This is an optimization exercise on Yosys and OpenROAD, whose aim is small area, a short achievable clock period and few clock cycles per item, not a production implementation.
In this exercise RTL edits were held to simulation tests only and were not proved equivalent to the original.
No activity file was given, so power comes from the tool's default toggle rates.

Design mul_unit, start of the top module:
module mul_unit
(
    input  logic                  clk,
    input  logic                  rst,
    input  logic                  start,
    input  logic [1:0]            mul_type,
    input  logic [31:0]           a,
    input  logic [31:0]           b,
    input  logic [4:0]            arch_reg,
    input  logic [5:0]   phys_reg,
    input  logic [2:0]  rob,
    input  logic                  cdb_mul_ack,
    input  logic                  branch,
    output logic                  cdb_valid,
    output logic [2:0]  cdb_rob,
    output logic [4:0]            cdb_arch_reg,
    output logic [5:0]   cdb_phys_reg,
    output logic [31:0]           cdb_data,
    output logic [31:0]           cdb_ps1_rdata,
    output logic [31:0]           cdb_ps2_rdata,
    output logic                  done
);
Size: about 1,400 cells after synthesis, about 16,000 um2 of cells after synthesis.
==> flow/config.mk <==
export PLATFORM = sky130hd
export DESIGN_NAME = mul_unit
export DESIGN_NICKNAME = mul_unit
export VERILOG_FILES = /design/flow/design.v
export SDC_FILE = /design/flow/constraint.sdc
export NUM_CORES = 4
export LEC_CHECK = 0
export CAP_MARGIN = 20
export CORE_MARGIN = 2
export CORE_UTILIZATION = 60
export SETUP_SLACK_MARGIN = 1.2
export SLEW_MARGIN = 20
export SYNTH_HIERARCHICAL = 1
export SYNTH_MINIMUM_KEEP_SIZE = 0
==> flow/constraint.sdc <==
create_clock -name core_clock -period 5.0 [get_ports {clk}]
set_input_delay 1.0000 -clock core_clock [delete_from_list [all_inputs] [get_ports {clk}]]
set_output_delay 1.0000 -clock core_clock [all_outputs]
set_load 0.01 [all_outputs]
standard.sh (not shown) runs the stock make flow with config.mk's settings and CLKGATE_MAP_FILE= SYNTH_SCRIPT=/design/flow/synth_recipe.tcl, a recipe that flattens the netlist after the stock synthesis.
==> flow/flow/run.sh <==
#!/bin/bash
# The standard ORFS layout (standard.sh) with two changes:
#  - the port buffers are sky130_fd_sc_hd__buf_1 instead of the cell
#    buffer_ports picks by itself (a slow delay cell);
#  - after the standard synthesis every combinational cell is set to its
#    drive-1 variant; floorplan/placement repair sizes up what timing needs.
set -euo pipefail
export BUFFER_PORTS_ARGS="-buffer_cell sky130_fd_sc_hd__buf_1"
RES=orfs/results/${FLOW_PLATFORM}/mul_unit/base
bash standard.sh synth > synth.log 2>&1
DS_ODB=$RES/1_synth.odb openroad -no_init -exit flow/downsize.tcl > downsize.log 2>&1
touch $RES/1_synth.sdc
bash standard.sh > standard.log 2>&1
==> flow/flow/downsize.tcl <==
# Set every combinational cell of the synthesized netlist to its drive-1
# variant; the resizer's repair steps size up what timing needs.
set odb_file $::env(DS_ODB)
read_db $odb_file
set db [ord::get_db]
set n 0
foreach inst [[ord::get_db_block] getInsts] {
  set m [[$inst getMaster] getName]
  if {[regexp {^(sky130_fd_sc_hd__[a-z0-9]+)_([0-9]+)$} $m -> base drive]} {
    if {$drive <= 1} continue
    if {[regexp {df|dl|sdf|edf|clk|conb|buf} $base]} continue
    set new [$db findMaster ${base}_1]
    if {$new == "NULL" || $new == ""} continue
    $inst swapMaster $new
    incr n
  }
}
puts "downsized $n cells"
write_db $odb_file
Testbench counts at the start, summed over its fixed seeds: cycles 7,208, ops 2,400.
Edit:
Settings changed: SETUP_SLACK_MARGIN 1.2 to 1.35.
The changed run produced a clean layout.
Power goes up slightly.
First-iteration DRC count goes up by a quarter to a third.
Final cell count goes up by a few percent.
Via count goes up by a few percent.
Routed wire length goes up by roughly a tenth.
Utilization goes up by 4.1 points.
Register-to-register slack is better by 0.17 ns.
Non-clock buffer count goes up by 90.
Area after synthesis is unchanged.
Critical path depth does not change.
Count of clock-buffer cells in the layout goes down by 1.
Edit:
Settings changed: SETUP_SLACK_MARGIN 1.35 to 0.9.
Maximum frequency falls by about 4.4%; sequential cell count stays the same; total power shrinks by 7.1%.
Edit:
Settings changed: CORE_UTILIZATION 60 to 50, SETUP_SLACK_MARGIN 0.9 to 1.1.
Synthesized area stays the same.
Die area rises by 20%.
Worst setup slack improves by 0.15 ns.
Design area rises by 1.6%.
Global-route usage falls by 4.3 points.
Clock-buffer cell count stays the same.

--- another note on this design; it stands on its own ---

Setup of old:
// mul_unit
module mul_unit
(
    input  logic                  clk,
    input  logic                  rst,
    input  logic                  start,
    input  logic [1:0]            mul_type,
    input  logic [31:0]           a,
    input  logic [31:0]           b,
    input  logic [4:0]            arch_reg,
    input  logic [5:0]   phys_reg,
    input  logic [2:0]  rob,
    input  logic                  cdb_mul_ack,
    input  logic                  branch,
    output logic                  cdb_valid,
    output logic [2:0]  cdb_rob,
    output logic [4:0]            cdb_arch_reg,
    output logic [5:0]   cdb_phys_reg,
    output logic [31:0]           cdb_data,
    output logic [31:0]           cdb_ps1_rdata,
    output logic [31:0]           cdb_ps2_rdata,
    output logic                  done
);
    logic [249:0] cdb;
    shift_add_multiplier #(.OPERAND_WIDTH(32)) u_mul (
        .clk            (clk),
        .rst            (rst),
        .start          (start),
        .mul_type       (mul_type),
        .a              (a),
        .b              (b),
        .arch_reg       (arch_reg),
        .phys_reg       (phys_reg),
        .rob            (rob),
        .cdb_mul_ack    (cdb_mul_ack),
        .branch         (branch),
        .mul_cdb_output (cdb),
        .done           (done)
    );
  ...
Size: roughly 1,400 cells after synthesis, about 200 I/O pins.
export LEC_CHECK = 0
export CAP_MARGIN = 20
export CORE_MARGIN = 2
export CORE_UTILIZATION = 60
export SETUP_SLACK_MARGIN = 0.65
export SLEW_MARGIN = 20
export SYNTH_HIERARCHICAL = 1
export SYNTH_MINIMUM_KEEP_SIZE = 0
create_clock -name core_clock -period 5.0 [get_ports {clk}]
standard.sh (not shown) runs the stock make flow with config.mk's settings and CLKGATE_MAP_FILE= SYNTH_SCRIPT=/design/flow/synth_recipe.tcl, a recipe that flattens the netlist after the stock synthesis.
==> flow/flow/run.sh <==
#!/bin/bash
# The standard ORFS layout (standard.sh) with two changes:
#  - the port buffers are sky130_fd_sc_hd__buf_1 instead of the cell
#    buffer_ports picks by itself (a slow delay cell);
#  - after the standard synthesis every combinational cell is set to its
#    drive-1 variant; floorplan/placement repair sizes up what timing needs.
set -euo pipefail
export BUFFER_PORTS_ARGS="-buffer_cell sky130_fd_sc_hd__buf_1"
RES=orfs/results/${FLOW_PLATFORM}/mul_unit/base
bash standard.sh synth > synth.log 2>&1
DS_ODB=$RES/1_synth.odb openroad -no_init -exit flow/downsize.tcl > downsize.log 2>&1
touch $RES/1_synth.sdc
bash standard.sh > standard.log 2>&1
==> flow/flow/downsize.tcl <==
# Set every combinational cell of the synthesized netlist to its drive-1
# variant; the resizer's repair steps size up what timing needs.
set odb_file $::env(DS_ODB)
read_db $odb_file
set db [ord::get_db]
set n 0
foreach inst [[ord::get_db_block] getInsts] {
  set m [[$inst getMaster] getName]
  if {[regexp {^(sky130_fd_sc_hd__[a-z0-9]+)_([0-9]+)$} $m -> base drive]} {
    if {$drive <= 1} continue
    if {[regexp {df|dl|sdf|edf|clk|conb|buf} $base]} continue
    set new [$db findMaster ${base}_1]
    if {$new == "NULL" || $new == ""} continue
    $inst swapMaster $new
    incr n
  }
}
puts "downsized $n cells"
write_db $odb_file
old reached the end of the flow, and the finished layout is clean on the timing, design-rule and antenna checks.
Testbench counts of old, summed over its fixed seeds: cycles 7,208, ops 2,400.
> inputs changed (old -> new)
- swapping 0.65 for 0.8 in SETUP_SLACK_MARGIN
- putting PLACE_DENSITY at 0.75 where nothing was set
Notes after the runs:
- Number of fillers in the final layout was higher in old than in new.
- Summary of new over old: number of antenna violations at the first check in global routing went up 1; number of gates resized after CTS picked up an extra 3; average vias per placed instance down 0.021; power now larger.
- Comparing old against new, there is no change at all in number of slew-limit violations in the final report.
- Overall track demand over capacity in global routing for new: 1.7 points up relative to old
- Diff old -> new: non-clock buffer count up 66, clock period minus final worst setup slack down 0.14 ns, combinational fraction of design power up 1.6 points, sequential fraction of total cell area down 0.86 points.

## separate check: timing with driven ports
No port has a modelled driver above. Below, the same layouts with a new extraction and two added sets of constraints. Step 1, drivers: a clkbuf_16 drives clk and a buf_2 each remaining input, both assumed. Step 2, shift: input delay + t, output delay - t, t = (earliest + latest rising clock arrival at the registers) / 2. This alone moves slack from input paths to output paths. a / b / c = ideal / step 1 / step 2; a / b = the first two.
run | t, ns | setup WS [ns] | clock arrival spread, ns | worst slew at a driven data input, ns
the first run of note 1 | 0.486 | 1.053 / 0.999 / 1.229 | 0.017 / 0.017 | 0.06
the second run of note 1 | 0.506 | 1.128 / 1.076 / 1.396 | 0.017 / 0.018 | 0.07
the third run of note 1 | 0.490 | 0.950 / 0.944 / 0.950 | 0.018 / 0.018 | 0.06
the fourth run of note 1 | 0.490 | 1.103 / 1.052 / 1.192 | 0.017 / 0.017 | 0.08
old | 0.484 | 0.701 / 0.701 / 0.701 | 0.022 / 0.022 | 0.04
new | 0.485 | 0.843 / 0.817 / 0.843 | 0.026 / 0.027 | 0.05
After both steps setup and hold are still met in every run listed.
